Source: an optimization exercise on an open RTL-to-GDS flow (aim: small area and a short achievable clock period). Production flows keep margins and buffers that such runs may drop. Only simulation tests tie the RTL to the original design; equivalence was not proved. Power is estimated from default activity; no workload was simulated.

==> flow/design.v <==
`timescale 1ns / 1ps
module neuron #(
    parameter signed [15:0] BIAS = 0    
)(
    input clk,
    input [7:0] one,         
    input [7:0] two,         
    input [7:0] neg,         
    input [15:0] weight,     
    input clr,               
    output reg [15:0] logit
);
    wire [31:0] ts, tc;
    mul_tree tree (.one(one), .two(two), .neg(neg), .w(weight), .ps(ts), .pc(tc));
    reg [31:0] ps, pc, p;
    wire [32:0] p_next;
    add_pfx #(.W(32)) padd (.a(ps), .b(pc), .s(p_next));
    always @(posedge clk) begin
        ps <= ts;
        pc <= tc;
        p <= p_next[31:0];
    end
    reg [31:0] acc;
    reg [17:0] tot;
    wire [32:0] s;
    add_pfx #(.W(32)) add (.a(acc), .b(p), .s(s));
    wire ovf = (acc[31] == p[31]) && (s[31] != acc[31]);
    wire [31:0] r = ovf ? {acc[31], {31{~acc[31]}}} : s[31:0];
    always @(posedge clk) begin
        acc <= clr ? 32'd0 : r;
        if (clr)
            tot <= r[31:14];
    end
    wire [18:0] u = {tot[17], tot} + {{3{BIAS[15]}}, BIAS};
    always @(posedge clk)
        logit <= (u[18:15] == 4'b0000 || u[18:15] == 4'b1111) ? u[15:0] :
                 u[18] ? 16'h8000 : 16'h7FFF;
endmodule
module add_pfx #(
    parameter W = 32
)(
    input [W-1:0] a,
    input [W-1:0] b,
    output [W:0] s
);
    localparam L = $clog2(W);
    wire [W*(L+1)-1:0] G, P;
    assign G[W-1:0] = a & b;
    assign P[W-1:0] = a ^ b;
    genvar l, i;
    generate
        for (l = 0; l < L; l = l + 1) begin : pfx
            for (i = 0; i < W; i = i + 1) begin : bt
                if ((i >> l) & 1) begin : merge
                    localparam integer J = ((i >> l) << l) - 1;
                    assign G[W*(l+1)+i] = G[W*l+i] | (P[W*l+i] & G[W*l+J]);
                    assign P[W*(l+1)+i] = P[W*l+i] & P[W*l+J];
                end else begin : pass
                    assign G[W*(l+1)+i] = G[W*l+i];
                    assign P[W*(l+1)+i] = P[W*l+i];
                end
            end
        end
    endgenerate
    assign s = {G[W*L+W-1], P[W-1:0] ^ {G[W*L+W-2:W*L], 1'b0}};
endmodule
module mul_tree (
    input  [7:0] one,
    input  [7:0] two,
    input  [7:0] neg,
    input  [15:0] w,
    output [31:0] ps,
    output [31:0] pc
);
    wire pp0_0 = ((one[0] & w[0]) | (two[0] & 1'b0)) ^ neg[0];
    wire pp0_1 = ((one[0] & w[1]) | (two[0] & w[0])) ^ neg[0];
    wire pp0_2 = ((one[0] & w[2]) | (two[0] & w[1])) ^ neg[0];
    wire pp0_3 = ((one[0] & w[3]) | (two[0] & w[2])) ^ neg[0];
    wire pp0_4 = ((one[0] & w[4]) | (two[0] & w[3])) ^ neg[0];
    wire pp0_5 = ((one[0] & w[5]) | (two[0] & w[4])) ^ neg[0];
    wire pp0_6 = ((one[0] & w[6]) | (two[0] & w[5])) ^ neg[0];
    wire pp0_7 = ((one[0] & w[7]) | (two[0] & w[6])) ^ neg[0];
    wire pp0_8 = ((one[0] & w[8]) | (two[0] & w[7])) ^ neg[0];
    wire pp0_9 = ((one[0] & w[9]) | (two[0] & w[8])) ^ neg[0];
    wire pp0_10 = ((one[0] & w[10]) | (two[0] & w[9])) ^ neg[0];
    wire pp0_11 = ((one[0] & w[11]) | (two[0] & w[10])) ^ neg[0];
    wire pp0_12 = ((one[0] & w[12]) | (two[0] & w[11])) ^ neg[0];
    wire pp0_13 = ((one[0] & w[13]) | (two[0] & w[12])) ^ neg[0];
    wire pp0_14 = ((one[0] & w[14]) | (two[0] & w[13])) ^ neg[0];
    wire pp0_15 = ((one[0] & w[15]) | (two[0] & w[14])) ^ neg[0];
    wire pp0_16 = ~(((one[0] | two[0]) & w[15]) ^ neg[0]);
    wire pp1_0 = ((one[1] & w[0]) | (two[1] & 1'b0)) ^ neg[1];
    wire pp1_1 = ((one[1] & w[1]) | (two[1] & w[0])) ^ neg[1];
    wire pp1_2 = ((one[1] & w[2]) | (two[1] & w[1])) ^ neg[1];
    wire pp1_3 = ((one[1] & w[3]) | (two[1] & w[2])) ^ neg[1];
    wire pp1_4 = ((one[1] & w[4]) | (two[1] & w[3])) ^ neg[1];
    wire pp1_5 = ((one[1] & w[5]) | (two[1] & w[4])) ^ neg[1];
    wire pp1_6 = ((one[1] & w[6]) | (two[1] & w[5])) ^ neg[1];
    wire pp1_7 = ((one[1] & w[7]) | (two[1] & w[6])) ^ neg[1];
    wire pp1_8 = ((one[1] & w[8]) | (two[1] & w[7])) ^ neg[1];
    wire pp1_9 = ((one[1] & w[9]) | (two[1] & w[8])) ^ neg[1];
    wire pp1_10 = ((one[1] & w[10]) | (two[1] & w[9])) ^ neg[1];
    wire pp1_11 = ((one[1] & w[11]) | (two[1] & w[10])) ^ neg[1];
    wire pp1_12 = ((one[1] & w[12]) | (two[1] & w[11])) ^ neg[1];
    wire pp1_13 = ((one[1] & w[13]) | (two[1] & w[12])) ^ neg[1];
    wire pp1_14 = ((one[1] & w[14]) | (two[1] & w[13])) ^ neg[1];
    wire pp1_15 = ((one[1] & w[15]) | (two[1] & w[14])) ^ neg[1];
    wire pp1_16 = ~(((one[1] | two[1]) & w[15]) ^ neg[1]);
    wire pp2_0 = ((one[2] & w[0]) | (two[2] & 1'b0)) ^ neg[2];
    wire pp2_1 = ((one[2] & w[1]) | (two[2] & w[0])) ^ neg[2];
    wire pp2_2 = ((one[2] & w[2]) | (two[2] & w[1])) ^ neg[2];
    wire pp2_3 = ((one[2] & w[3]) | (two[2] & w[2])) ^ neg[2];
    wire pp2_4 = ((one[2] & w[4]) | (two[2] & w[3])) ^ neg[2];
    wire pp2_5 = ((one[2] & w[5]) | (two[2] & w[4])) ^ neg[2];
    wire pp2_6 = ((one[2] & w[6]) | (two[2] & w[5])) ^ neg[2];
    wire pp2_7 = ((one[2] & w[7]) | (two[2] & w[6])) ^ neg[2];
    wire pp2_8 = ((one[2] & w[8]) | (two[2] & w[7])) ^ neg[2];
    wire pp2_9 = ((one[2] & w[9]) | (two[2] & w[8])) ^ neg[2];
    wire pp2_10 = ((one[2] & w[10]) | (two[2] & w[9])) ^ neg[2];
    wire pp2_11 = ((one[2] & w[11]) | (two[2] & w[10])) ^ neg[2];
    wire pp2_12 = ((one[2] & w[12]) | (two[2] & w[11])) ^ neg[2];
    wire pp2_13 = ((one[2] & w[13]) | (two[2] & w[12])) ^ neg[2];
    wire pp2_14 = ((one[2] & w[14]) | (two[2] & w[13])) ^ neg[2];
    wire pp2_15 = ((one[2] & w[15]) | (two[2] & w[14])) ^ neg[2];
    wire pp2_16 = ~(((one[2] | two[2]) & w[15]) ^ neg[2]);
    wire pp3_0 = ((one[3] & w[0]) | (two[3] & 1'b0)) ^ neg[3];
    wire pp3_1 = ((one[3] & w[1]) | (two[3] & w[0])) ^ neg[3];
    wire pp3_2 = ((one[3] & w[2]) | (two[3] & w[1])) ^ neg[3];
    wire pp3_3 = ((one[3] & w[3]) | (two[3] & w[2])) ^ neg[3];
    wire pp3_4 = ((one[3] & w[4]) | (two[3] & w[3])) ^ neg[3];
    wire pp3_5 = ((one[3] & w[5]) | (two[3] & w[4])) ^ neg[3];
    wire pp3_6 = ((one[3] & w[6]) | (two[3] & w[5])) ^ neg[3];
    wire pp3_7 = ((one[3] & w[7]) | (two[3] & w[6])) ^ neg[3];
    wire pp3_8 = ((one[3] & w[8]) | (two[3] & w[7])) ^ neg[3];
    wire pp3_9 = ((one[3] & w[9]) | (two[3] & w[8])) ^ neg[3];
    wire pp3_10 = ((one[3] & w[10]) | (two[3] & w[9])) ^ neg[3];
    wire pp3_11 = ((one[3] & w[11]) | (two[3] & w[10])) ^ neg[3];
    wire pp3_12 = ((one[3] & w[12]) | (two[3] & w[11])) ^ neg[3];
    wire pp3_13 = ((one[3] & w[13]) | (two[3] & w[12])) ^ neg[3];
    wire pp3_14 = ((one[3] & w[14]) | (two[3] & w[13])) ^ neg[3];
    wire pp3_15 = ((one[3] & w[15]) | (two[3] & w[14])) ^ neg[3];
    wire pp3_16 = ~(((one[3] | two[3]) & w[15]) ^ neg[3]);
    wire pp4_0 = ((one[4] & w[0]) | (two[4] & 1'b0)) ^ neg[4];
    wire pp4_1 = ((one[4] & w[1]) | (two[4] & w[0])) ^ neg[4];
    wire pp4_2 = ((one[4] & w[2]) | (two[4] & w[1])) ^ neg[4];
    wire pp4_3 = ((one[4] & w[3]) | (two[4] & w[2])) ^ neg[4];
    wire pp4_4 = ((one[4] & w[4]) | (two[4] & w[3])) ^ neg[4];
    wire pp4_5 = ((one[4] & w[5]) | (two[4] & w[4])) ^ neg[4];
    wire pp4_6 = ((one[4] & w[6]) | (two[4] & w[5])) ^ neg[4];
    wire pp4_7 = ((one[4] & w[7]) | (two[4] & w[6])) ^ neg[4];
    wire pp4_8 = ((one[4] & w[8]) | (two[4] & w[7])) ^ neg[4];
    wire pp4_9 = ((one[4] & w[9]) | (two[4] & w[8])) ^ neg[4];
    wire pp4_10 = ((one[4] & w[10]) | (two[4] & w[9])) ^ neg[4];
    wire pp4_11 = ((one[4] & w[11]) | (two[4] & w[10])) ^ neg[4];
    wire pp4_12 = ((one[4] & w[12]) | (two[4] & w[11])) ^ neg[4];
    wire pp4_13 = ((one[4] & w[13]) | (two[4] & w[12])) ^ neg[4];
    wire pp4_14 = ((one[4] & w[14]) | (two[4] & w[13])) ^ neg[4];
    wire pp4_15 = ((one[4] & w[15]) | (two[4] & w[14])) ^ neg[4];
    wire pp4_16 = ~(((one[4] | two[4]) & w[15]) ^ neg[4]);
    wire pp5_0 = ((one[5] & w[0]) | (two[5] & 1'b0)) ^ neg[5];
    wire pp5_1 = ((one[5] & w[1]) | (two[5] & w[0])) ^ neg[5];
    wire pp5_2 = ((one[5] & w[2]) | (two[5] & w[1])) ^ neg[5];
    wire pp5_3 = ((one[5] & w[3]) | (two[5] & w[2])) ^ neg[5];
    wire pp5_4 = ((one[5] & w[4]) | (two[5] & w[3])) ^ neg[5];
    wire pp5_5 = ((one[5] & w[5]) | (two[5] & w[4])) ^ neg[5];
    wire pp5_6 = ((one[5] & w[6]) | (two[5] & w[5])) ^ neg[5];
    wire pp5_7 = ((one[5] & w[7]) | (two[5] & w[6])) ^ neg[5];
    wire pp5_8 = ((one[5] & w[8]) | (two[5] & w[7])) ^ neg[5];
    wire pp5_9 = ((one[5] & w[9]) | (two[5] & w[8])) ^ neg[5];
    wire pp5_10 = ((one[5] & w[10]) | (two[5] & w[9])) ^ neg[5];
    wire pp5_11 = ((one[5] & w[11]) | (two[5] & w[10])) ^ neg[5];
    wire pp5_12 = ((one[5] & w[12]) | (two[5] & w[11])) ^ neg[5];
    wire pp5_13 = ((one[5] & w[13]) | (two[5] & w[12])) ^ neg[5];
    wire pp5_14 = ((one[5] & w[14]) | (two[5] & w[13])) ^ neg[5];
    wire pp5_15 = ((one[5] & w[15]) | (two[5] & w[14])) ^ neg[5];
    wire pp5_16 = ~(((one[5] | two[5]) & w[15]) ^ neg[5]);
    wire pp6_0 = ((one[6] & w[0]) | (two[6] & 1'b0)) ^ neg[6];
    wire pp6_1 = ((one[6] & w[1]) | (two[6] & w[0])) ^ neg[6];
    wire pp6_2 = ((one[6] & w[2]) | (two[6] & w[1])) ^ neg[6];
    wire pp6_3 = ((one[6] & w[3]) | (two[6] & w[2])) ^ neg[6];
    wire pp6_4 = ((one[6] & w[4]) | (two[6] & w[3])) ^ neg[6];
    wire pp6_5 = ((one[6] & w[5]) | (two[6] & w[4])) ^ neg[6];
    wire pp6_6 = ((one[6] & w[6]) | (two[6] & w[5])) ^ neg[6];
    wire pp6_7 = ((one[6] & w[7]) | (two[6] & w[6])) ^ neg[6];
    wire pp6_8 = ((one[6] & w[8]) | (two[6] & w[7])) ^ neg[6];
    wire pp6_9 = ((one[6] & w[9]) | (two[6] & w[8])) ^ neg[6];
    wire pp6_10 = ((one[6] & w[10]) | (two[6] & w[9])) ^ neg[6];
    wire pp6_11 = ((one[6] & w[11]) | (two[6] & w[10])) ^ neg[6];
    wire pp6_12 = ((one[6] & w[12]) | (two[6] & w[11])) ^ neg[6];
    wire pp6_13 = ((one[6] & w[13]) | (two[6] & w[12])) ^ neg[6];
    wire pp6_14 = ((one[6] & w[14]) | (two[6] & w[13])) ^ neg[6];
    wire pp6_15 = ((one[6] & w[15]) | (two[6] & w[14])) ^ neg[6];
    wire pp6_16 = ~(((one[6] | two[6]) & w[15]) ^ neg[6]);
    wire pp7_0 = ((one[7] & w[0]) | (two[7] & 1'b0)) ^ neg[7];
    wire pp7_1 = ((one[7] & w[1]) | (two[7] & w[0])) ^ neg[7];
    wire pp7_2 = ((one[7] & w[2]) | (two[7] & w[1])) ^ neg[7];
    wire pp7_3 = ((one[7] & w[3]) | (two[7] & w[2])) ^ neg[7];
    wire pp7_4 = ((one[7] & w[4]) | (two[7] & w[3])) ^ neg[7];
    wire pp7_5 = ((one[7] & w[5]) | (two[7] & w[4])) ^ neg[7];
    wire pp7_6 = ((one[7] & w[6]) | (two[7] & w[5])) ^ neg[7];
    wire pp7_7 = ((one[7] & w[7]) | (two[7] & w[6])) ^ neg[7];
    wire pp7_8 = ((one[7] & w[8]) | (two[7] & w[7])) ^ neg[7];
    wire pp7_9 = ((one[7] & w[9]) | (two[7] & w[8])) ^ neg[7];
    wire pp7_10 = ((one[7] & w[10]) | (two[7] & w[9])) ^ neg[7];
    wire pp7_11 = ((one[7] & w[11]) | (two[7] & w[10])) ^ neg[7];
    wire pp7_12 = ((one[7] & w[12]) | (two[7] & w[11])) ^ neg[7];
    wire pp7_13 = ((one[7] & w[13]) | (two[7] & w[12])) ^ neg[7];
    wire pp7_14 = ((one[7] & w[14]) | (two[7] & w[13])) ^ neg[7];
    wire pp7_15 = ((one[7] & w[15]) | (two[7] & w[14])) ^ neg[7];
    wire pp7_16 = ~(((one[7] | two[7]) & w[15]) ^ neg[7]);
    wire hs0 = neg[5] ^ pp0_10;
    wire hc0 = neg[5] & pp0_10;
    wire hs1 = pp0_11 ^ pp1_9;
    wire hc1 = pp0_11 & pp1_9;
    wire fs0 = neg[6] ^ pp0_12 ^ pp1_10;
    wire fc0 = (neg[6] & pp0_12) | (neg[6] & pp1_10) | (pp0_12 & pp1_10);
    wire hs2 = pp2_8 ^ pp3_6;
    wire hc2 = pp2_8 & pp3_6;
    wire fs1 = pp0_13 ^ pp1_11 ^ pp2_9;
    wire fc1 = (pp0_13 & pp1_11) | (pp0_13 & pp2_9) | (pp1_11 & pp2_9);
    wire hs3 = pp3_7 ^ pp4_5;
    wire hc3 = pp3_7 & pp4_5;
    wire fs2 = neg[7] ^ pp0_14 ^ pp1_12;
    wire fc2 = (neg[7] & pp0_14) | (neg[7] & pp1_12) | (pp0_14 & pp1_12);
    wire fs3 = pp2_10 ^ pp3_8 ^ pp4_6;
    wire fc3 = (pp2_10 & pp3_8) | (pp2_10 & pp4_6) | (pp3_8 & pp4_6);
    wire hs4 = pp5_4 ^ pp6_2;
    wire hc4 = pp5_4 & pp6_2;
    wire fs4 = pp0_15 ^ pp1_13 ^ pp2_11;
    wire fc4 = (pp0_15 & pp1_13) | (pp0_15 & pp2_11) | (pp1_13 & pp2_11);
    wire fs5 = pp3_9 ^ pp4_7 ^ pp5_5;
    wire fc5 = (pp3_9 & pp4_7) | (pp3_9 & pp5_5) | (pp4_7 & pp5_5);
    wire hs5 = pp6_3 ^ pp7_1;
    wire hc5 = pp6_3 & pp7_1;
    wire fs6 = 1'b1 ^ pp0_16 ^ pp1_14;
    wire fc6 = (1'b1 & pp0_16) | (1'b1 & pp1_14) | (pp0_16 & pp1_14);
    wire fs7 = pp2_12 ^ pp3_10 ^ pp4_8;
    wire fc7 = (pp2_12 & pp3_10) | (pp2_12 & pp4_8) | (pp3_10 & pp4_8);
    wire fs8 = pp5_6 ^ pp6_4 ^ pp7_2;
    wire fc8 = (pp5_6 & pp6_4) | (pp5_6 & pp7_2) | (pp6_4 & pp7_2);
    wire fs9 = 1'b1 ^ pp1_15 ^ pp2_13;
    wire fc9 = (1'b1 & pp1_15) | (1'b1 & pp2_13) | (pp1_15 & pp2_13);
    wire fs10 = pp3_11 ^ pp4_9 ^ pp5_7;
    wire fc10 = (pp3_11 & pp4_9) | (pp3_11 & pp5_7) | (pp4_9 & pp5_7);
    wire hs6 = pp6_5 ^ pp7_3;
    wire hc6 = pp6_5 & pp7_3;
    wire fs11 = pp1_16 ^ pp2_14 ^ pp3_12;
    wire fc11 = (pp1_16 & pp2_14) | (pp1_16 & pp3_12) | (pp2_14 & pp3_12);
    wire fs12 = pp4_10 ^ pp5_8 ^ pp6_6;
    wire fc12 = (pp4_10 & pp5_8) | (pp4_10 & pp6_6) | (pp5_8 & pp6_6);
    wire fs13 = 1'b1 ^ pp2_15 ^ pp3_13;
    wire fc13 = (1'b1 & pp2_15) | (1'b1 & pp3_13) | (pp2_15 & pp3_13);
    wire hs7 = pp4_11 ^ pp5_9;
    wire hc7 = pp4_11 & pp5_9;
    wire fs14 = pp2_16 ^ pp3_14 ^ pp4_12;
    wire fc14 = (pp2_16 & pp3_14) | (pp2_16 & pp4_12) | (pp3_14 & pp4_12);
    wire hs8 = 1'b1 ^ pp3_15;
    wire hc8 = 1'b1 & pp3_15;
    wire hs9 = neg[3] ^ pp0_6;
    wire hc9 = neg[3] & pp0_6;
    wire hs10 = pp0_7 ^ pp1_5;
    wire hc10 = pp0_7 & pp1_5;
    wire fs15 = neg[4] ^ pp0_8 ^ pp1_6;
    wire fc15 = (neg[4] & pp0_8) | (neg[4] & pp1_6) | (pp0_8 & pp1_6);
    wire hs11 = pp2_4 ^ pp3_2;
    wire hc11 = pp2_4 & pp3_2;
    wire fs16 = pp0_9 ^ pp1_7 ^ pp2_5;
    wire fc16 = (pp0_9 & pp1_7) | (pp0_9 & pp2_5) | (pp1_7 & pp2_5);
    wire hs12 = pp3_3 ^ pp4_1;
    wire hc12 = pp3_3 & pp4_1;
    wire fs17 = pp1_8 ^ pp2_6 ^ pp3_4;
    wire fc17 = (pp1_8 & pp2_6) | (pp1_8 & pp3_4) | (pp2_6 & pp3_4);
    wire fs18 = pp4_2 ^ pp5_0 ^ hs0;
    wire fc18 = (pp4_2 & pp5_0) | (pp4_2 & hs0) | (pp5_0 & hs0);
    wire fs19 = pp2_7 ^ pp3_5 ^ pp4_3;
    wire fc19 = (pp2_7 & pp3_5) | (pp2_7 & pp4_3) | (pp3_5 & pp4_3);
    wire fs20 = pp5_1 ^ hc0 ^ hs1;
    wire fc20 = (pp5_1 & hc0) | (pp5_1 & hs1) | (hc0 & hs1);
    wire fs21 = pp4_4 ^ pp5_2 ^ pp6_0;
    wire fc21 = (pp4_4 & pp5_2) | (pp4_4 & pp6_0) | (pp5_2 & pp6_0);
    wire fs22 = hc1 ^ hs2 ^ fs0;
    wire fc22 = (hc1 & hs2) | (hc1 & fs0) | (hs2 & fs0);
    wire fs23 = pp5_3 ^ pp6_1 ^ hc2;
    wire fc23 = (pp5_3 & pp6_1) | (pp5_3 & hc2) | (pp6_1 & hc2);
    wire fs24 = hs3 ^ fc0 ^ fs1;
    wire fc24 = (hs3 & fc0) | (hs3 & fs1) | (fc0 & fs1);
    wire fs25 = pp7_0 ^ hc3 ^ hs4;
    wire fc25 = (pp7_0 & hc3) | (pp7_0 & hs4) | (hc3 & hs4);
    wire fs26 = fc1 ^ fs2 ^ fs3;
    wire fc26 = (fc1 & fs2) | (fc1 & fs3) | (fs2 & fs3);
    wire fs27 = hc4 ^ hs5 ^ fc2;
    wire fc27 = (hc4 & hs5) | (hc4 & fc2) | (hs5 & fc2);
    wire fs28 = fc3 ^ fs4 ^ fs5;
    wire fc28 = (fc3 & fs4) | (fc3 & fs5) | (fs4 & fs5);
    wire fs29 = hc5 ^ fc4 ^ fc5;
    wire fc29 = (hc5 & fc4) | (hc5 & fc5) | (fc4 & fc5);
    wire fs30 = fs6 ^ fs7 ^ fs8;
    wire fc30 = (fs6 & fs7) | (fs6 & fs8) | (fs7 & fs8);
    wire fs31 = hs6 ^ fc6 ^ fc7;
    wire fc31 = (hs6 & fc6) | (hs6 & fc7) | (fc6 & fc7);
    wire fs32 = fc8 ^ fs10 ^ fs9;
    wire fc32 = (fc8 & fs10) | (fc8 & fs9) | (fs10 & fs9);
    wire fs33 = pp7_4 ^ hc6 ^ fc10;
    wire fc33 = (pp7_4 & hc6) | (pp7_4 & fc10) | (hc6 & fc10);
    wire fs34 = fc9 ^ fs11 ^ fs12;
    wire fc34 = (fc9 & fs11) | (fc9 & fs12) | (fs11 & fs12);
    wire fs35 = pp6_7 ^ pp7_5 ^ hs7;
    wire fc35 = (pp6_7 & pp7_5) | (pp6_7 & hs7) | (pp7_5 & hs7);
    wire fs36 = fc11 ^ fc12 ^ fs13;
    wire fc36 = (fc11 & fc12) | (fc11 & fs13) | (fc12 & fs13);
    wire fs37 = pp5_10 ^ pp6_8 ^ pp7_6;
    wire fc37 = (pp5_10 & pp6_8) | (pp5_10 & pp7_6) | (pp6_8 & pp7_6);
    wire fs38 = hc7 ^ fc13 ^ fs14;
    wire fc38 = (hc7 & fc13) | (hc7 & fs14) | (fc13 & fs14);
    wire fs39 = pp4_13 ^ pp5_11 ^ pp6_9;
    wire fc39 = (pp4_13 & pp5_11) | (pp4_13 & pp6_9) | (pp5_11 & pp6_9);
    wire fs40 = pp7_7 ^ hs8 ^ fc14;
    wire fc40 = (pp7_7 & hs8) | (pp7_7 & fc14) | (hs8 & fc14);
    wire fs41 = pp3_16 ^ pp4_14 ^ pp5_12;
    wire fc41 = (pp3_16 & pp4_14) | (pp3_16 & pp5_12) | (pp4_14 & pp5_12);
    wire fs42 = pp6_10 ^ pp7_8 ^ hc8;
    wire fc42 = (pp6_10 & pp7_8) | (pp6_10 & hc8) | (pp7_8 & hc8);
    wire fs43 = 1'b1 ^ pp4_15 ^ pp5_13;
    wire fc43 = (1'b1 & pp4_15) | (1'b1 & pp5_13) | (pp4_15 & pp5_13);
    wire hs13 = pp6_11 ^ pp7_9;
    wire hc13 = pp6_11 & pp7_9;
    wire fs44 = pp4_16 ^ pp5_14 ^ pp6_12;
    wire fc44 = (pp4_16 & pp5_14) | (pp4_16 & pp6_12) | (pp5_14 & pp6_12);
    wire hs14 = 1'b1 ^ pp5_15;
    wire hc14 = 1'b1 & pp5_15;
    wire hs15 = neg[2] ^ pp0_4;
    wire hc15 = neg[2] & pp0_4;
    wire hs16 = pp0_5 ^ pp1_3;
    wire hc16 = pp0_5 & pp1_3;
    wire fs45 = pp1_4 ^ pp2_2 ^ pp3_0;
    wire fc45 = (pp1_4 & pp2_2) | (pp1_4 & pp3_0) | (pp2_2 & pp3_0);
    wire fs46 = pp2_3 ^ pp3_1 ^ hc9;
    wire fc46 = (pp2_3 & pp3_1) | (pp2_3 & hc9) | (pp3_1 & hc9);
    wire fs47 = pp4_0 ^ hc10 ^ hs11;
    wire fc47 = (pp4_0 & hc10) | (pp4_0 & hs11) | (hc10 & hs11);
    wire fs48 = hc11 ^ hs12 ^ fc15;
    wire fc48 = (hc11 & hs12) | (hc11 & fc15) | (hs12 & fc15);
    wire fs49 = hc12 ^ fc16 ^ fs17;
    wire fc49 = (hc12 & fc16) | (hc12 & fs17) | (fc16 & fs17);
    wire fs50 = fc17 ^ fs19 ^ fc18;
    wire fc50 = (fc17 & fs19) | (fc17 & fc18) | (fs19 & fc18);
    wire fs51 = fc19 ^ fs21 ^ fc20;
    wire fc51 = (fc19 & fs21) | (fc19 & fc20) | (fs21 & fc20);
    wire fs52 = fc21 ^ fs23 ^ fc22;
    wire fc52 = (fc21 & fs23) | (fc21 & fc22) | (fs23 & fc22);
    wire fs53 = fc23 ^ fs25 ^ fc24;
    wire fc53 = (fc23 & fs25) | (fc23 & fc24) | (fs25 & fc24);
    wire fs54 = fc25 ^ fc26 ^ fs27;
    wire fc54 = (fc25 & fc26) | (fc25 & fs27) | (fc26 & fs27);
    wire fs55 = fc27 ^ fc28 ^ fs29;
    wire fc55 = (fc27 & fc28) | (fc27 & fs29) | (fc28 & fs29);
    wire fs56 = fc29 ^ fc30 ^ fs31;
    wire fc56 = (fc29 & fc30) | (fc29 & fs31) | (fc30 & fs31);
    wire fs57 = fc31 ^ fc32 ^ fs33;
    wire fc57 = (fc31 & fc32) | (fc31 & fs33) | (fc32 & fs33);
    wire fs58 = fs35 ^ fc33 ^ fc34;
    wire fc58 = (fs35 & fc33) | (fs35 & fc34) | (fc33 & fc34);
    wire fs59 = fs37 ^ fc35 ^ fc36;
    wire fc59 = (fs37 & fc35) | (fs37 & fc36) | (fc35 & fc36);
    wire fs60 = fc37 ^ fs39 ^ fc38;
    wire fc60 = (fc37 & fs39) | (fc37 & fc38) | (fs39 & fc38);
    wire fs61 = fc39 ^ fs41 ^ fs42;
    wire fc61 = (fc39 & fs41) | (fc39 & fs42) | (fs41 & fs42);
    wire fs62 = hs13 ^ fc41 ^ fs43;
    wire fc62 = (hs13 & fc41) | (hs13 & fs43) | (fc41 & fs43);
    wire fs63 = pp7_10 ^ hc13 ^ fc43;
    wire fc63 = (pp7_10 & hc13) | (pp7_10 & fc43) | (hc13 & fc43);
    wire fs64 = pp6_13 ^ pp7_11 ^ hs14;
    wire fc64 = (pp6_13 & pp7_11) | (pp6_13 & hs14) | (pp7_11 & hs14);
    wire fs65 = pp5_16 ^ pp6_14 ^ pp7_12;
    wire fc65 = (pp5_16 & pp6_14) | (pp5_16 & pp7_12) | (pp6_14 & pp7_12);
    wire hs17 = 1'b1 ^ pp6_15;
    wire hc17 = 1'b1 & pp6_15;
    wire hs18 = neg[1] ^ pp0_2;
    wire hc18 = neg[1] & pp0_2;
    wire hs19 = pp0_3 ^ pp1_1;
    wire hc19 = pp0_3 & pp1_1;
    wire fs66 = pp1_2 ^ pp2_0 ^ hs15;
    wire fc66 = (pp1_2 & pp2_0) | (pp1_2 & hs15) | (pp2_0 & hs15);
    wire fs67 = pp2_1 ^ hc15 ^ hs16;
    wire fc67 = (pp2_1 & hc15) | (pp2_1 & hs16) | (hc15 & hs16);
    wire fs68 = hc16 ^ hs9 ^ fs45;
    wire fc68 = (hc16 & hs9) | (hc16 & fs45) | (hs9 & fs45);
    wire fs69 = hs10 ^ fc45 ^ fs46;
    wire fc69 = (hs10 & fc45) | (hs10 & fs46) | (fc45 & fs46);
    wire fs70 = fs15 ^ fc46 ^ fs47;
    wire fc70 = (fs15 & fc46) | (fs15 & fs47) | (fc46 & fs47);
    wire fs71 = fs16 ^ fc47 ^ fs48;
    wire fc71 = (fs16 & fc47) | (fs16 & fs48) | (fc47 & fs48);
    wire fs72 = fs18 ^ fc48 ^ fs49;
    wire fc72 = (fs18 & fc48) | (fs18 & fs49) | (fc48 & fs49);
    wire fs73 = fs20 ^ fc49 ^ fs50;
    wire fc73 = (fs20 & fc49) | (fs20 & fs50) | (fc49 & fs50);
    wire fs74 = fs22 ^ fc50 ^ fs51;
    wire fc74 = (fs22 & fc50) | (fs22 & fs51) | (fc50 & fs51);
    wire fs75 = fs24 ^ fc51 ^ fs52;
    wire fc75 = (fs24 & fc51) | (fs24 & fs52) | (fc51 & fs52);
    wire fs76 = fs26 ^ fc52 ^ fs53;
    wire fc76 = (fs26 & fc52) | (fs26 & fs53) | (fc52 & fs53);
    wire fs77 = fs28 ^ fc53 ^ fs54;
    wire fc77 = (fs28 & fc53) | (fs28 & fs54) | (fc53 & fs54);
    wire fs78 = fs30 ^ fc54 ^ fs55;
    wire fc78 = (fs30 & fc54) | (fs30 & fs55) | (fc54 & fs55);
    wire fs79 = fs32 ^ fc55 ^ fs56;
    wire fc79 = (fs32 & fc55) | (fs32 & fs56) | (fc55 & fs56);
    wire fs80 = fs34 ^ fc56 ^ fs57;
    wire fc80 = (fs34 & fc56) | (fs34 & fs57) | (fc56 & fs57);
    wire fs81 = fs36 ^ fc57 ^ fs58;
    wire fc81 = (fs36 & fc57) | (fs36 & fs58) | (fc57 & fs58);
    wire fs82 = fs38 ^ fc58 ^ fs59;
    wire fc82 = (fs38 & fc58) | (fs38 & fs59) | (fc58 & fs59);
    wire fs83 = fs40 ^ fc59 ^ fs60;
    wire fc83 = (fs40 & fc59) | (fs40 & fs60) | (fc59 & fs60);
    wire fs84 = fc40 ^ fs61 ^ fc60;
    wire fc84 = (fc40 & fs61) | (fc40 & fc60) | (fs61 & fc60);
    wire fs85 = fc42 ^ fs62 ^ fc61;
    wire fc85 = (fc42 & fs62) | (fc42 & fc61) | (fs62 & fc61);
    wire fs86 = fs44 ^ fc62 ^ fs63;
    wire fc86 = (fs44 & fc62) | (fs44 & fs63) | (fc62 & fs63);
    wire fs87 = fc44 ^ fs64 ^ fc63;
    wire fc87 = (fc44 & fs64) | (fc44 & fc63) | (fs64 & fc63);
    wire fs88 = hc14 ^ fs65 ^ fc64;
    wire fc88 = (hc14 & fs65) | (hc14 & fc64) | (fs65 & fc64);
    wire fs89 = pp7_13 ^ hs17 ^ fc65;
    wire fc89 = (pp7_13 & hs17) | (pp7_13 & fc65) | (hs17 & fc65);
    wire fs90 = pp6_16 ^ pp7_14 ^ hc17;
    wire fc90 = (pp6_16 & pp7_14) | (pp6_16 & hc17) | (pp7_14 & hc17);
    wire hs20 = 1'b1 ^ pp7_15;
    wire hc20 = 1'b1 & pp7_15;
    assign ps[0] = neg[0];
    assign pc[0] = pp0_0;
    assign ps[1] = pp0_1;
    assign pc[1] = 1'b0;
    assign ps[2] = pp1_0;
    assign pc[2] = hs18;
    assign ps[3] = hc18;
    assign pc[3] = hs19;
    assign ps[4] = hc19;
    assign pc[4] = fs66;
    assign ps[5] = fc66;
    assign pc[5] = fs67;
    assign ps[6] = fc67;
    assign pc[6] = fs68;
    assign ps[7] = fc68;
    assign pc[7] = fs69;
    assign ps[8] = fc69;
    assign pc[8] = fs70;
    assign ps[9] = fc70;
    assign pc[9] = fs71;
    assign ps[10] = fc71;
    assign pc[10] = fs72;
    assign ps[11] = fc72;
    assign pc[11] = fs73;
    assign ps[12] = fc73;
    assign pc[12] = fs74;
    assign ps[13] = fc74;
    assign pc[13] = fs75;
    assign ps[14] = fc75;
    assign pc[14] = fs76;
    assign ps[15] = fc76;
    assign pc[15] = fs77;
    assign ps[16] = fc77;
    assign pc[16] = fs78;
    assign ps[17] = fc78;
    assign pc[17] = fs79;
    assign ps[18] = fc79;
    assign pc[18] = fs80;
    assign ps[19] = fc80;
    assign pc[19] = fs81;
    assign ps[20] = fc81;
    assign pc[20] = fs82;
    assign ps[21] = fc82;
    assign pc[21] = fs83;
    assign ps[22] = fc83;
    assign pc[22] = fs84;
    assign ps[23] = fs85;
    assign pc[23] = fc84;
    assign ps[24] = fs86;
    assign pc[24] = fc85;
    assign ps[25] = fc86;
    assign pc[25] = fs87;
    assign ps[26] = fs88;
    assign pc[26] = fc87;
    assign ps[27] = fs89;
    assign pc[27] = fc88;
    assign ps[28] = fs90;
    assign pc[28] = fc89;
    assign ps[29] = hs20;
    assign pc[29] = fc90;
    assign ps[30] = pp7_16;
    assign pc[30] = hc20;
    assign ps[31] = 1'b1;
    assign pc[31] = 1'b0;
endmodule
`timescale 1ns / 1ps
module Softmax (
    input clk,
    input rst,
    input [63:0] in,           
    input in_valid,            
    output reg [63:0] out,
    output reg valid,
    output [7:0] led_control
);
    function [15:0] exp_lut;
        input [3:0] idx;
        begin
            case (idx)
                4'd0:  exp_lut = 16'h0800;
                4'd1:  exp_lut = 16'h09D0;
                4'd2:  exp_lut = 16'h0C20;
                4'd3:  exp_lut = 16'h0F80;
                4'd4:  exp_lut = 16'h1480;
                4'd5:  exp_lut = 16'h1C80;
                4'd6:  exp_lut = 16'h2A00;
                4'd7:  exp_lut = 16'h4000;
                4'd8:  exp_lut = 16'h6800;
                4'd9:  exp_lut = 16'hAC00;
                4'd10: exp_lut = 16'h1280;
                4'd11: exp_lut = 16'h1F80;
                4'd12: exp_lut = 16'h2C00;
                4'd13: exp_lut = 16'h4C00;
                4'd14: exp_lut = 16'h8000;
                default: exp_lut = 16'hD800;
            endcase
        end
    endfunction
    function [3:0] rank;
        input [3:0] idx;
        begin
            case (idx)
                4'd0:  rank = 4'd0;
                4'd1:  rank = 4'd1;
                4'd2:  rank = 4'd2;
                4'd3:  rank = 4'd3;
                4'd4:  rank = 4'd5;
                4'd5:  rank = 4'd6;
                4'd6:  rank = 4'd8;
                4'd7:  rank = 4'd10;
                4'd8:  rank = 4'd12;
                4'd9:  rank = 4'd14;
                4'd10: rank = 4'd4;
                4'd11: rank = 4'd7;
                4'd12: rank = 4'd9;
                4'd13: rank = 4'd11;
                4'd14: rank = 4'd13;
                default: rank = 4'd15;
            endcase
        end
    endfunction
    wire [3:0] i0 = {~in[15], in[14:12]};
    wire [3:0] i1 = {~in[31], in[30:28]};
    wire [3:0] i2 = {~in[47], in[46:44]};
    wire [3:0] i3 = {~in[63], in[62:60]};
    wire [15:0] e0 = exp_lut(i0);
    wire [15:0] e1 = exp_lut(i1);
    wire [15:0] e2 = exp_lut(i2);
    wire [15:0] e3 = exp_lut(i3);
    reg [12:0] p01, p23;
    wire [12:0] p01_next, p23_next;
    wire [13:0] sum;
    add_pfx #(.W(12)) add01 (.a(e0[15:4]), .b(e1[15:4]), .s(p01_next));
    add_pfx #(.W(12)) add23 (.a(e2[15:4]), .b(e3[15:4]), .s(p23_next));
    add_pfx #(.W(13)) add4 (.a(p01), .b(p23), .s(sum));
    wire [3:0] s = sum[13:10];
    wire [2:0] sh = (s == 4'b0000) ? 3'd4 :
                    (s[3:1] == 3'b001) ? 3'd3 :
                    (s[3:2] == 2'b01) ? 3'd2 :
                    s[3] ? 3'd1 : 3'd0;
    wire [3:0] r0 = rank(i0);
    wire [3:0] r1 = rank(i1);
    wire [3:0] r2 = rank(i2);
    wire [3:0] r3 = rank(i3);
    reg g10, g20, g30, g21, g31, g32;
    wire [1:0] cls = (g30 && g31 && g32) ? 2'd3 :
                     (g20 && g21) ? 2'd2 :
                     g10 ? 2'd1 : 2'd0;
    reg [3:0] led;
    assign led_control = {4'b0000, led};
    reg valid_d;
    wire [15:0] n0 = e0 >> sh;
    wire [15:0] n1 = e1 >> sh;
    wire [15:0] n2 = e2 >> sh;
    wire [15:0] n3 = e3 >> sh;
    always @(posedge clk) begin
        p01 <= p01_next;
        g10 <= r1 > r0;
        g20 <= r2 > r0;
        g30 <= r3 > r0;
        g21 <= r2 > r1;
        g31 <= r3 > r1;
        g32 <= r3 > r2;
        p23 <= p23_next;
        valid_d <= !rst && in_valid;
        out <= {1'b0, n3[14:0], 1'b0, n2[14:0], 1'b0, n1[14:0], 1'b0, n0[14:0]};
        led <= 4'b0001 << cls;
        valid <= !rst && valid_d;
    end
endmodule
`timescale 1ns / 1ps
module fc_head #(
    parameter DATA_WIDTH = 16,
    parameter NUM_INPUTS = 1024,
    parameter NUM_OUTPUTS = 4
)(
    input clk,
    input rst,
    input [DATA_WIDTH-1:0] myinput,
    input [DATA_WIDTH*NUM_OUTPUTS-1:0] myweights,
    input myinputValid,
    output [DATA_WIDTH*NUM_OUTPUTS-1:0] softmax_out,
    output softmax_valid,
    output [7:0] led_control,
    output [DATA_WIDTH*NUM_OUTPUTS-1:0] logits
);
    reg [9:0] input_count;
    reg [63:0] weights;
    reg last0, last1, last2, last3, logit_valid, rst_d, clr;
    reg [7:0] b_one, b_two, b_neg;
    wire take = myinputValid && !rst;
    wire [16:0] xe = {myinput, 1'b0};
    wire [7:0] e_one, e_two, e_neg;
    genvar i;
    generate
        for (i = 0; i < 8; i = i + 1) begin : booth
            assign e_one[i] = xe[2*i+1] ^ xe[2*i];
            assign e_two[i] = (xe[2*i+2] & ~xe[2*i+1] & ~xe[2*i]) | (~xe[2*i+2] & xe[2*i+1] & xe[2*i]);
            assign e_neg[i] = xe[2*i+2];
        end
    endgenerate
    always @(posedge clk) begin
        b_one <= take ? e_one : 8'd0;
        b_two <= take ? e_two : 8'd0;
        b_neg <= take ? e_neg : 8'd0;
        weights <= myweights;
        rst_d <= rst;
        clr <= rst_d || last1;
        if (rst) begin
            input_count <= 0;
            last0 <= 0;
            last1 <= 0;
            last2 <= 0;
            last3 <= 0;
            logit_valid <= 0;
        end else begin
            if (myinputValid)
                input_count <= input_count + 1;
            last0 <= myinputValid && (input_count == NUM_INPUTS-1);
            last1 <= last0;
            last2 <= last1;
            last3 <= last2;
            logit_valid <= last3;
        end
    end
    localparam [63:0] BIASES = {16'h003C, 16'h0001, 16'hFFD1, 16'h0006};
    generate
        for (i = 0; i < NUM_OUTPUTS; i = i + 1) begin : output_layer
            neuron #(
                .BIAS(BIASES[(i+1)*DATA_WIDTH-1 -: DATA_WIDTH])
            ) neuron_output (
                .clk(clk),
                .one(b_one),
                .two(b_two),
                .neg(b_neg),
                .weight(weights[(i+1)*DATA_WIDTH-1 -: DATA_WIDTH]),
                .clr(clr),
                .logit(logits[(i+1)*DATA_WIDTH-1 -: DATA_WIDTH])
            );
        end
    endgenerate
    Softmax softmax_inst (
        .clk(clk),
        .rst(rst),
        .in(logits),
        .in_valid(logit_valid),
        .out(softmax_out),
        .valid(softmax_valid),
        .led_control(led_control)
    );
endmodule
==> flow/run.sh <==
#!/bin/bash
# synth_recipe.tcl (not shown) runs the flow's synth.tcl, then flattens the netlist and writes it again
# the make line also repeats each setting of config.mk as NAME=value (left out here)
make -C /OpenROAD-flow-scripts/flow DESIGN_CONFIG=/design/flow/config.mk WORK_HOME=/design/flow/orfs CLKGATE_MAP_FILE= SYNTH_SCRIPT=/design/flow/synth_recipe.tcl finish
==> flow/config.mk <==
export PLATFORM = sky130hd
export DESIGN_NAME = fc_head
export DESIGN_NICKNAME = fc_head
export VERILOG_FILES = /design/flow/design.v
export SDC_FILE = /design/flow/constraint.sdc
export NUM_CORES = 4
export LEC_CHECK = 0
export ABC_CLOCK_PERIOD_IN_PS = 1500
export CAP_MARGIN = 20
export CORE_MARGIN = 2
export CORE_UTILIZATION = 40
export SETUP_SLACK_MARGIN = 4.8
export SLEW_MARGIN = 20
==> flow/constraint.sdc <==
create_clock -name core_clock -period 8.0 [get_ports {clk}]
set_input_delay 1.6000 -clock core_clock [delete_from_list [all_inputs] [get_ports {clk}]]
set_output_delay 1.6000 -clock core_clock [all_outputs]
set_load 0.01 [all_outputs]
==> flow_summary_export.csv, run 1 <==
group,metric,value,unit
global_route,gr-total-overflow,0,
sta,max_slew_margin,28.0,%
detailed_routing,vias,41790,
synth,synth_area_leaders,"dfxtp_1 (28%), fa_1 (14%), ha_1 (9.5%), xnor2_1 (8.6%), a22oi_1 (6.6%)",
clocking,hold_buffers,0,
synth,synth_top_area_share,28.1,%
synth,synthMuxAreaShare,0.775,%
global_route,grt_pass1_vias,41823,
synth,netlist_instances,5552,
synth,syn_area,54400,um^2
layout,layout_commonest_cell,"dfxtp_1",
synth,synth_cell_type_count,87,
detailed_routing,wirelength,160,mm
detailed_routing,drt_pass1_iterations,6,
layout,drive_gt1_share,11.1,%
critical_path,worst_ep_arrival_time,3780,ps
sta,finalHoldViolCount,0,
sta,tns,0,ps
sta,setup_violations,0,
critical_path,critPathKind,"register to register",
die,coreArea,135000,um^2
sta,period_share,39.9,%
synth,synthAdderAreaFrac,24.0,%
critical_path,start_kind,"register",
layout,nets,6546,
placement,post-place-cells,7197,
die,std_cell_rows,135,
detailed_routing,ant_nets,0,
clocking,cts_tree,"yes",
die,die-area,139000,um^2
synth,synth_compound_area_share,17.1,%
global_route,grt_usage,21.8,%
clocking,cts_buffers,96,
critical_path,cp_max_fo,16,
clocking,cts_buffer_depth,3,
clocking,clk_pin_slew,60,ps
job,max_cap_viol_count,0,
sta,fin_skew,49.1,ps
synth,seq_area_frac_synth,32.1,%
pwr,p_leak,27.0,nW
pwr,irDropWorstVdd,0.000297,V
synth,yosys_warnings,6,
critical_path,end_kind,"register",
pwr,totalPowerFinal,0.0262,W
synth,ys_ff_latch,836,
synth,async_flop_share,0,%
synth,synth.largest_area_cell,"dfxtp_1",
sta,min_period,3190,ps
placement,gp_congestion,0.878,
layout,mostFrequentLayoutCells,"dfxtp_1 (663), xnor2_1 (532), inv_1 (519)",
die,die_w,373,um
critical_path,path_cells,"buf_12 > o21ai_0 > xor2_1 > fa_1 > inv_1 > fa_1 > fa_1 > inv_1 > fa_1",
detailed_routing,vias_per_cell,5.55,
synth,yosys.area_share.simple,6.82,%
pwr,powerDensity,408,nW/um^2
clocking,clk_latency,750,ps
synth,ys.flop_type,"dfxtp_1",
layout,final_cell_count_no_fill,7524,
sta,maxSlewViolCount,0,
critical_path,path_common_cell,"fa_1",
synth,avgSynthCellArea,9.80,um^2
sta,hold_slack,417,ps
synth,synth_edf_count,72,
detailed_routing,drt_iter0_drc,4085,
critical_path,max_stage_delay,550,ps
worst_hold_path,hold_path_class,"register to register",
clocking,cts_num_sinks,836,
critical_path,crit_slowest_cell,"fa_1",
global_route,grt_pass1_wl,240,mm
die,die_y,373,um
status,status,"no timing/DRC/antenna violations",
detailed_routing,wire_per_inst,21.3,um
die,start_util,40.2,%
synth,synth_xor_area_share,12.6,%
synth,synth_top_family_by_area,"adder cells",
detailed_routing,drc,0,
sta,rsz0062_at_grt,"yes",
placement,dpl.hpwl,98.6,mm
global_route,grt_max_degree,69,
clocking,cts_root_buf,"clkbuf_16",
placement,io_buffers,211,
sta,max_freq,313,MHz
layout,syn2layout_area_growth,17.9,%
die,io_pins,220,
clocking,htreeDepth,3,
sta,tightest_slew,1080,ps
critical_path,cp.required,8580,ps
global_route,grt_antenna_before_repair,6,
-- repair_timing --
item / in CTS / in global routing
pin swaps: 14 / 45
cloned: 18 / 19
setup buffers: 57 / 48
gates resized for setup: 370 / 156
endpoints found under the setup margin: 498 / 273
-- report_power, final --
part / total [W] / internal, W / switching [W] / leakage (nW)
clock: 0.00466 / 0.00275 / 0.00191 / 1.64
combinational: 0.0143 / 0.00598 / 0.00829 / 18.2
sequential: 0.00725 / 0.00623 / 0.00102 / 7.13
total: 0.0262 / 0.0150 / 0.0112 / 27.0
-- Yosys cell counts (25+ instances only) --
library cell	n
ha_1	415
a22oi_1	480
a211oi_1	26
xnor2_1	533
o21ai_0	227
clkbuf_1	286
nor3_1	69
buf_2	25
fa_1	392
dfxtp_1	764
inv_1	522
xor2_1	252
edfxtp_1	72
nand2_1	164
o21a_1	35
and2_1	40
mux2i_1	32
a21oi_1	283
a31oi_1	31
o22ai_1	29
nor2_1	254
nand3_1	46
buf_1	70
nor2b_1	40
a21o_1	92
-- path summary, 6_finish.rpt --
| kind | from | to | slack (ps) | cells after the start |
|---|---|---|---|---|
| max | b_one[1] | output_layer[3].neuron_output.pc[19] | 4810 | 9 |
| min | rst_d | clr | 420 | 1 |
| max reg2reg | b_one[1] | output_layer[3].neuron_output.pc[19] | 4810 | 9 |
| min reg2reg | rst_d | clr | 420 | 1 |
-- kinds of logic after synthesis --
kind of cell / after synthesis
buffers and inverters: 922
muxes: 41
adders and majority gates: 811
xor gates and xnor gates: 785
and+or+nand+nor: 766
DFF: 836
other: 1
AOI/OAI and AO/OA: 1390
-- registers in the layout (all words and copies together) (netlist names), 4 cells and up --
register,cells
b_neg,8
softmax_inst.led,4
weights,64
output_layer.neuron_output.logit,64
softmax_inst.p23,13
softmax_inst.out,60
output_layer.neuron_output.ps,121
input_count,10
softmax_inst.p01,13
output_layer.neuron_output.p,128
b_two,8
b_one,8
output_layer.neuron_output.tot,72
output_layer.neuron_output.acc,128
output_layer.neuron_output.pc,120
-- metal layers --
metal | GRT usage (%) | up-vias | routed length (um)
met5 | 0 | - | 213
met4 | 8.31 | 8 | 6200
met3 | 5.32 | 468 | 16300
met2 | 34.5 | 1977 | 70600
met1 | 28.8 | 20165 | 66900
li1 | - | 19172 | -
-- layout make-up --
type                       instances  area (um^2)
antenna                            5         12.5
clock buffer                     122         2680
clock inverter                    58          692
fill                           12465        71200
inverter                         525         1970
multi-input combinational       3809        34200
sequential                       836        17700
tap                             1781         2230
timing repair buffer             388         4650
-- per-stage QoR --
step | setup WS, ps | area (um^2) | utilization, %
finish | 4810 | 64100 | 47.4
global placement | 4010 | 57600 | 42.5
global route | 4770 | 64100 | 47.4
detailed placement | 3960 | 57600 | 42.5
floorplan | 4770 | 54500 | -
CTS | 4710 | 62800 | 46.4
-- critical path, delay by kind of cell, from the launching register on --
| kind | cells | cell delay [ps] |
|---|---|---|
| adders and majority gates | 4 | 1880 |
| DFF | 1 | 490 |
| buffers and inverters | 3 | 310 |
| xor gates and xnor gates | 1 | 190 |
| AOI/OAI and AO/OA | 1 | 120 |
==> inputs of run 2 (changes only) <==
--- a/flow/config.mk
+++ b/flow/config.mk
@@ -5,7 +5,7 @@
 export SDC_FILE = /design/flow/constraint.sdc
 export NUM_CORES = 4
 export LEC_CHECK = 0
-export ABC_CLOCK_PERIOD_IN_PS = 1500
+export ABC_AREA = 1
 export CAP_MARGIN = 20
 export CORE_MARGIN = 2
 export CORE_UTILIZATION = 40
==> run 2 against run 1 <==
Compared with the run above: wire length increased by 8.1%; cell count increased by 16%; global-route usage increased by 1.1 points; sequential cell count unchanged; critical endpoint unchanged; critical path depth increased by 1; largest cell class unchanged; via count increased by 13%; still clean; design area increased by 5.0%; clock-buffer cell count increased by 1; highest routed layer unchanged.
==> flow_summary_export.csv, run 2 <==
group,metric,value,unit
status,status,"no timing/DRC/antenna violations",
global_route,grt_max_degree,63,
clocking,cts_buffers,95,
critical_path,cp_max_fo,27,
sta,maxSlewViolCount,0,
synth,synth_top_area_share,27.4,%
synth,syn_area,55800,um^2
synth,seq_area_frac_synth,31.3,%
pwr,powerDensity,392,nW/um^2
die,coreArea,139000,um^2
detailed_routing,wirelength,173,mm
layout,final_cell_count_no_fill,8758,
detailed_routing,vias,47374,
die,start_util,40.2,%
detailed_routing,ant_nets,0,
detailed_routing,drt_pass1_iterations,9,
sta,rsz0062_at_grt,"yes",
sta,tns,0,ps
sta,fin_skew,45.7,ps
critical_path,path_cells,"clkinv_8 > buf_16 > o22ai_1 > xor2_1 > fa_1 > inv_1 > fa_1 > fa_1 > inv_1 > fa_1",
layout,layout_commonest_cell,"nand2_1",
global_route,grt_usage,22.9,%
pwr,irDropWorstVdd,0.000477,V
global_route,grt_pass1_vias,45497,
placement,dpl.hpwl,105,mm
pwr,p_leak,33.3,nW
synth,synth.largest_area_cell,"dfxtp_1",
synth,async_flop_share,0,%
clocking,cts_root_buf,"clkbuf_16",
sta,max_slew_margin,36.0,%
synth,avgSynthCellArea,8.64,um^2
critical_path,critPathKind,"register to register",
synth,ys_ff_latch,836,
critical_path,worst_ep_arrival_time,3870,ps
clocking,hold_buffers,0,
detailed_routing,vias_per_cell,5.41,
global_route,gr-total-overflow,0,
critical_path,cp.required,8620,ps
detailed_routing,wire_per_inst,19.8,um
sta,min_period,3260,ps
synth,synthTopCellsByCount,"nand2_1 (951), inv_1 (863), dfxtp_1 (764), xor2_1 (649), o22ai_1 (490)",
layout,drive_gt1_share,12.2,%
global_route,grt_pass1_wl,256,mm
synth,synth_edf_count,72,
global_route,grt_antenna_before_repair,7,
clocking,clk_latency,750,ps
critical_path,path_common_cell,"fa_1",
sta,period_share,40.7,%
clocking,cts_tree,"yes",
placement,gp_congestion,0.870,
synth,yosys_warnings,6,
die,die_y,378,um
synth,synth_area_leaders,"dfxtp_1 (27%), fa_1 (14%), xor2_1 (10%), ha_1 (9.3%), nand2_1 (6.4%)",
worst_hold_path,hold_path_class,"register to register",
critical_path,start_kind,"register",
layout,mostFrequentLayoutCells,"nand2_1 (940), inv_1 (799), dfxtp_1 (695)",
sta,max_freq,307,MHz
layout,nets,7685,
synth,ys.flop_type,"dfxtp_1",
placement,io_buffers,211,
die,die-area,143000,um^2
job,max_cap_viol_count,0,
clocking,cts_num_sinks,836,
synth,yosysMostFrequentCell,"nand2_1",
synth,netlist_instances,6464,
die,io_pins,220,
clocking,clk_pin_slew,60,ps
layout,fill_cells,12970,
critical_path,end_kind,"register",
layout,largest_registers,"output_layer.neuron_output.acc: 128 flops, output_layer.neuron_output.p: 128 flops, output_layer.neuron_output.ps: 121 flops",
detailed_routing,drc,0,
detailed_routing,drt_iter0_drc,4917,
layout,syn2layout_area_growth,20.6,%
clocking,cts_buffer_depth,3,
critical_path,max_stage_delay,550,ps
synth,synth_cell_type_count,63,
sta,finalHoldViolCount,0,
placement,post-place-cells,8279,
die,std_cell_rows,137,
critical_path,crit_slowest_cell,"fa_1",
sta,setup_violations,0,
sta,tightest_slew,957,ps
layout,fin_util,48.5,%
die,die_w,378,um
clocking,htreeDepth,3,
run 2: layout make-up:
| class | count | area, um^2 | area share [%] |
|---|---|---|---|
| multi-input combinational | 4427 | 34300 | 50.9 |
| sequential | 836 | 17700 | 26.2 |
| timing repair buffer | 530 | 5870 | 8.71 |
| inverter | 893 | 3740 | 5.56 |
| clock buffer | 123 | 2670 | 3.96 |
| tap | 1876 | 2350 | 3.48 |
| clock inverter | 55 | 682 | 1.01 |
| timing repair inverter | 12 | 83.8 | 0.124 |
| antenna | 6 | 15.0 | 0.0223 |
run 2: final timing paths:
kind	from	to	slack, ps	depth (start not counted)
min	last3	logit_valid	400	2
min reg2reg	last3	logit_valid	400	2
max reg2reg	b_one[4]	output_layer[3].neuron_output.pc[19]	4740	10
max	b_one[4]	output_layer[3].neuron_output.pc[19]	4740	10
run 2: logic make-up after synthesis:
group,synth area share [%]
other,0.00672
buffers and inverters,8.43
adder cells (fa/ha/maj),23.4
AND/OR/NAND/NOR,14.5
flip-flops,31.3
XOR/XNOR,11.5
AO/OA/AOI/OAI,10.9
run 2: power by group:
| group | leakage (nW) | switching, W | internal (W) | total, W |
|---|---|---|---|---|
| combinational | 24.6 | 0.00909 | 0.00549 | 0.0146 |
| clock | 1.62 | 0.00191 | 0.00272 | 0.00463 |
| sequential | 7.12 | 0.000951 | 0.00622 | 0.00717 |
| total | 33.3 | 0.0120 | 0.0144 | 0.0264 |
run 2: per-stage QoR:
step                      setup slack, ps  total power, W  hold WS (ps)  area (um^2)
final                                4740          0.0264           402        67400
after CTS                            4760          0.0263           408        65400
after detailed placement             3300          0.0214           396        59300
after global routing                 4750          0.0289           420        67300
after global placement               3370          0.0211           390        59300
after floorplan                      4730          0.0177           330        55900
run 2: critical path: cells and delay by family, from the launching register on:
kind / cells / cell delay [ps]
adder cells (fa/ha/maj): 4 / 1880
buffers and inverters: 4 / 400
flip-flops: 1 / 390
AO/OA/AOI/OAI: 1 / 300
XOR/XNOR: 1 / 150
run 2: metal layers:
metal	up-vias	part of all wire (%)	GRT usage (%)	wire (um)
met3	754	13	7.15	21800
met2	2644	42	35.4	72500
met1	22186	40	29.5	68800
met4	8	5.7	9.77	9920
li1	21782	-	-	-
met5	-	0.12	0	213
run 2: what timing repair did:
item | in CTS | in global routing
hold endpoints to repair | 0 | 0
gates cloned | 25 | 22
resized for setup | 406 | 170
pin swaps | 11 | 26
buffers inserted | 149 | 99
setup endpoints to repair | 403 | 209
==> inputs of run 3 (changes only) <==
--- a/flow/design.v
+++ b/flow/design.v
@@ -14,7 +14,7 @@
     mul_tree tree (.one(one), .two(two), .neg(neg), .w(weight), .ps(ts), .pc(tc));
     reg [31:0] ps, pc, p;
     wire [32:0] p_next;
-    add_pfx #(.W(32)) padd (.a(ps), .b(pc), .s(p_next));
+    add_bk #(.W(32)) padd (.a(ps), .b(pc), .s(p_next));
     always @(posedge clk) begin
         ps <= ts;
         pc <= tc;
@@ -64,6 +64,38 @@
     endgenerate
     assign s = {G[W*L+W-1], P[W-1:0] ^ {G[W*L+W-2:W*L], 1'b0}};
 endmodule
+module add_bk #(
+    parameter W = 32
+)(
+    input [W-1:0] a,
+    input [W-1:0] b,
+    output [W:0] s
+);
+    localparam L = $clog2(W);
+    localparam NS = 2 * L - 1;
+    wire [W*(NS+1)-1:0] G, P;
+    assign G[W-1:0] = a & b;
+    assign P[W-1:0] = a ^ b;
+    genvar st, i;
+    generate
+        for (st = 0; st < NS; st = st + 1) begin : pfx
+            localparam integer LV = (st < L) ? st : (2 * L - 2 - st);
+            localparam integer D = 1 << LV;
+            for (i = 0; i < W; i = i + 1) begin : bt
+                localparam integer NODE = (st < L) ? (((i + 1) % (2 * D)) == 0) :
+                                          ((((i + 1) % (2 * D)) == D) && (i >= 2 * D));
+                if (NODE) begin : merge
+                    assign G[W*(st+1)+i] = G[W*st+i] | (P[W*st+i] & G[W*st+i-D]);
+                    assign P[W*(st+1)+i] = P[W*st+i] & P[W*st+i-D];
+                end else begin : pass
+                    assign G[W*(st+1)+i] = G[W*st+i];
+                    assign P[W*(st+1)+i] = P[W*st+i];
+                end
+            end
+        end
+    endgenerate
+    assign s = {G[W*NS+W-1], P[W-1:0] ^ {G[W*NS+W-2:W*NS], 1'b0}};
+endmodule
 module mul_tree (
     input  [7:0] one,
     input  [7:0] two,
@@ -622,6 +654,7 @@
     reg [63:0] weights;
     reg last0, last1, last2, last3, logit_valid, rst_d, clr;
     reg [7:0] b_one, b_two, b_neg;
+    reg [7:0] b_one_n, b_two_n, b_neg_n;
     wire take = myinputValid && !rst;
     wire [16:0] xe = {myinput, 1'b0};
     wire [7:0] e_one, e_two, e_neg;
@@ -637,6 +670,9 @@
         b_one <= take ? e_one : 8'd0;
         b_two <= take ? e_two : 8'd0;
         b_neg <= take ? e_neg : 8'd0;
+        b_one_n <= ~(take ? e_one : 8'd0);
+        b_two_n <= ~(take ? e_two : 8'd0);
+        b_neg_n <= ~(take ? e_neg : 8'd0);
         weights <= myweights;
         rst_d <= rst;
         clr <= rst_d || last1;
@@ -664,9 +700,9 @@
                 .BIAS(BIASES[(i+1)*DATA_WIDTH-1 -: DATA_WIDTH])
             ) neuron_output (
                 .clk(clk),
-                .one(b_one),
-                .two(b_two),
-                .neg(b_neg),
+                .one(i < 2 ? b_one : ~b_one_n),
+                .two(i < 2 ? b_two : ~b_two_n),
+                .neg(i < 2 ? b_neg : ~b_neg_n),
                 .weight(weights[(i+1)*DATA_WIDTH-1 -: DATA_WIDTH]),
                 .clr(clr),
                 .logit(logits[(i+1)*DATA_WIDTH-1 -: DATA_WIDTH])
--- a/flow/config.mk
+++ b/flow/config.mk
@@ -5,9 +5,9 @@
 export SDC_FILE = /design/flow/constraint.sdc
 export NUM_CORES = 4
 export LEC_CHECK = 0
-export ABC_AREA = 1
+export ABC_CLOCK_PERIOD_IN_PS = 1500
 export CAP_MARGIN = 20
 export CORE_MARGIN = 2
 export CORE_UTILIZATION = 40
-export SETUP_SLACK_MARGIN = 4.8
+export SETUP_SLACK_MARGIN = 5.0
 export SLEW_MARGIN = 20
==> run 3 against run 2 <==
Compared with the run above: still clean on timing, DRC and antenna; synthesized cell count down 12%; clock skew down 16 ps; combinational power is 8% higher; global-route usage down 1.0 points; non-clock buffer count is 86 higher; cell count shrank 9.2%; die area shrank 0.86%; power up 6.6%; critical endpoint unchanged; largest cell class unchanged.
==> flow_summary_export.csv, run 3 <==
group,metric,value,unit
die,std_cell_rows,136,
global_route,grt_max_degree,71,
layout,syn2layout_area_growth,26.5,%
placement,io_buffers,211,
clocking,cts_root_buf,"clkbuf_16",
worst_hold_path,min_to,"softmax_inst.led[0]",
layout,layout_commonest_cell,"dfxtp_1",
layout,fill_cells,12049,
layout,largest_registers,"output_layer.neuron_output.acc: 128 flops, output_layer.neuron_output.p: 128 flops, output_layer.neuron_output.ps: 122 flops",
clocking,clk_pin_slew,60,ps
pwr,powerDensity,402,nW/um^2
worst_hold_path,whs_path_depth,1,
sta,setup_violations,0,
synth,syn_area,55400,um^2
detailed_routing,wire_per_inst,20.9,um
job,max_cap_viol_count,0,
critical_path,cp.required,8650,ps
detailed_routing,drt_pass1_iterations,6,
die,die-area,141000,um^2
critical_path,critical_path.top_delay_family,"adder cells",
sta,period_share,39.7,%
global_route,grt_pass1_vias,42778,
synth,seq_area_frac_synth,32.4,%
synth,synthTopCellsByCount,"dfxtp_1 (789), inv_1 (623), xnor2_1 (585), fa_1 (436), ha_1 (411)",
sta,max_freq,315,MHz
sta,maxSlewViolCount,0,
critical_path,cp_max_fo,4,
pwr,p_leak,29.8,nW
critical_path,path_cells,"clkinvlp_4 > buf_6 > o22ai_4 > xnor2_2 > fa_2 > inv_1 > fa_2 > fa_2 > inv_1 > fa_2",
clocking,cts_buffer_depth,3,
synth,async_flop_share,0,%
sta,tns,0,ps
synth,yosysMostFrequentCell,"dfxtp_1",
placement,dpl.hpwl,103,mm
global_route,gr-total-overflow,0,
layout,nets,7000,
die,io_pins,220,
critical_path,r2r_start,"weights[57]",
synth,ys_ff_latch,861,
critical_path,ff2ff_setup_slack,4830,ps
global_route,grt_antenna_before_repair,5,
clocking,cts_buffers,98,
critical_path,worst_ep_arrival_time,3830,ps
die,die_w,376,um
status,status,"no timing/DRC/antenna violations",
pwr,totalPowerFinal,0.0281,W
critical_path,crit_buf_inv,4,
detailed_routing,drc,0,
die,start_util,40.3,%
critical_path,crit_slowest_cell,"fa_2",
sta,rsz0062_at_grt,"yes",
placement,gp_congestion,0.862,
critical_path,max_stage_delay,570,ps
synth,synth_area_leaders,"dfxtp_1 (29%), fa_1 (16%), ha_1 (9.3%), xnor2_1 (9.3%), inv_1 (4.2%)",
critical_path,critPathKind,"register to register",
detailed_routing,vias,43522,
synth,avgSynthCellArea,9.73,um^2
detailed_routing,vias_per_cell,5.47,
synth,ys.flop_type,"dfxtp_1",
clocking,clk_latency,720,ps
sta,finalHoldViolCount,0,
synth,synth.largest_area_cell,"dfxtp_1",
layout,drive_gt1_share,20.7,%
critical_path,path_common_cell,"fa_2",
detailed_routing,wirelength,167,mm
synth,synth_cell_type_count,85,
sta,tightest_slew,1050,ps
worst_hold_path,hold_path_class,"register to register",
detailed_routing,drt_iter0_drc,4185,
synth,synth_top_area_share,28.5,%
die,die_y,376,um
die,coreArea,137000,um^2
sta,fin_skew,29.2,ps
clocking,htreeDepth,3,
synth,yosys_warnings,6,
critical_path,end_kind,"register",
sta,min_period,3170,ps
global_route,grt_usage,21.9,%
sta,max_slew_margin,29.9,%
pwr,irDropWorstVdd,0.000444,V
clocking,cts_num_sinks,861,
synth,netlist_instances,5692,
worst_hold_path,min_from,"softmax_inst.g10",
layout,mostFrequentLayoutCells,"dfxtp_1 (656), inv_1 (564), xnor2_1 (543)",
critical_path,start_kind,"register",
critical_path,regToRegEndpoint,"output_layer[3].neuron_output.pc[19]",
global_route,grt_pass1_wl,245,mm
detailed_routing,ant_nets,0,
critical_path,reg2reg_depth,10,
synth,synth_edf_count,72,
clocking,cts_tree,"yes",
## run 3: kinds of logic (layout without fill, tap and decap cells)
| group | count (synthesis) | after routing | synth area share (%) |
|---|---|---|---|
| adders and majority gates | 849 | 849 | 25.1 |
| other | 1 | 10 | 0.00677 |
| DFF | 861 | 861 | 32.4 |
| and+or+nand+nor | 871 | 880 | 7.24 |
| AOI/OAI and AO/OA | 1296 | 1297 | 15.2 |
| xor gates and xnor gates | 770 | 770 | 12.2 |
| buffers and inverters | 993 | 1439 | 6.87 |
| muxes | 51 | 51 | 0.938 |
## run 3: what timing repair did
item                       CTS  global route
gates cloned                30            22
hold buffers                 0             0
setup buffers              177           138
resized for setup          751           444
pin swaps                  107           179
setup endpoints to repair  567           319
## run 3: report_power, final
part / total [W] / internal (W) / switching, W
Clock: 0.00498 / 0.00300 / 0.00198
Combinational: 0.0157 / 0.00677 / 0.00891
Sequential: 0.00747 / 0.00635 / 0.00112
Total: 0.0281 / 0.0161 / 0.0120
## run 3: worst register-to-register path, stage by stage (launching register included)
cell	delay, ps
dfxtp_4	370
clkinvlp_4	160
buf_6	180
o22ai_4	190
xnor2_2	100
fa_2	570
inv_1	50
fa_2	360
fa_2	540
inv_1	60
fa_2	510
## run 3: through the flow
step / hold slack (ps) / setup WS (ps) / util (%) / instance area (um^2) / instances
after floorplan: 330 / 4970 / - / 55700 / 5699
after global placement: 421 / 4180 / 42.8 / 58800 / 7397
after detailed placement: 405 / 4130 / 42.8 / 58800 / 7397
after CTS: 431 / 4870 / 48.2 / 66300 / 7789
after global routing: 461 / 4760 / 50.9 / 70000 / 7949
final: 427 / 4830 / 50.9 / 70000 / 7951
## run 3: routing by layer
metal,track usage [%],vias up,part of all wire (%)
met4,9.07,0,4.7
met3,4.00,558,8.7
met5,0,-,0
li1,-,19890,-
met1,30.3,20973,43
met2,33.8,2101,44
## run 3: area by class of cell
type	instances	area, um^2	share of cell area [%]
clock inverters	59	841	1.20
clock buffers	126	2770	3.96
diodes	2	5.00	0.00715
repair inverters	6	45.0	0.0643
repair buffers	616	6750	9.65
flip-flops and latches	861	18400	26.2
well taps	1794	2240	3.21
inverters	632	2550	3.64
multi-input cells	3855	36500	52.1
## run 3: worst max-delay path by stage
stage | start | end | slack [ps] | cells after the start
after floorplan | b_one_n[4] | output_layer[2].neuron_output.pc[19] | 4970 | 10
after global placement | b_two_n[0] | output_layer[2].neuron_output.pc[13] | 4180 | 8
after detailed placement | b_neg[6] | output_layer[0].neuron_output.pc[13] | 4130 | 6
final | weights[57] | output_layer[3].neuron_output.pc[19] | 4830 | 10
after CTS | output_layer[1].neuron_output.ps[0] | output_layer[0].neuron_output.p[29] | 4870 | 14
after global routing | output_layer[1].neuron_output.ps[0] | output_layer[0].neuron_output.p[30] | 4760 | 14

[what the ideal ports hide]
How much do the figures lean on ideal ports? The routed layouts below were timed once more, with nothing changed but the port constraints.
Step 1 (the two cells are an assumption about what drives the block):
set clk [get_ports {clk}]
set_driving_cell -lib_cell sky130_fd_sc_hd__clkbuf_16 $clk
set_driving_cell -lib_cell sky130_fd_sc_hd__buf_2 [delete_from_list [all_inputs] $clk]
Step 2 also shifts input and output timing later by t, the mid clock arrival at the registers, as if the neighbouring blocks saw the same clock.
Three values: ideal ports, drivers, drivers and shift; two values: the first two.
run | t (ns) | slack for setup (ns) | worst hold slack (ns) | cell pins on the clock port's net
run 1 | 0.805 | 4.808 / 4.767 / 4.626 | 0.417 / 0.417 / 0.417 | 1
run 2 | 0.799 | 4.745 / 4.745 / 4.412 | 0.402 / 0.402 / 0.402 | 1
run 3 | 0.778 | 4.827 / 4.827 / 4.600 | 0.427 / 0.427 / 0.427 | 1
After both steps every run listed still meets setup and hold. The setup slack of run 2, which loses most, moves by 0.000 ns with the drivers and by -0.333 ns with both steps.
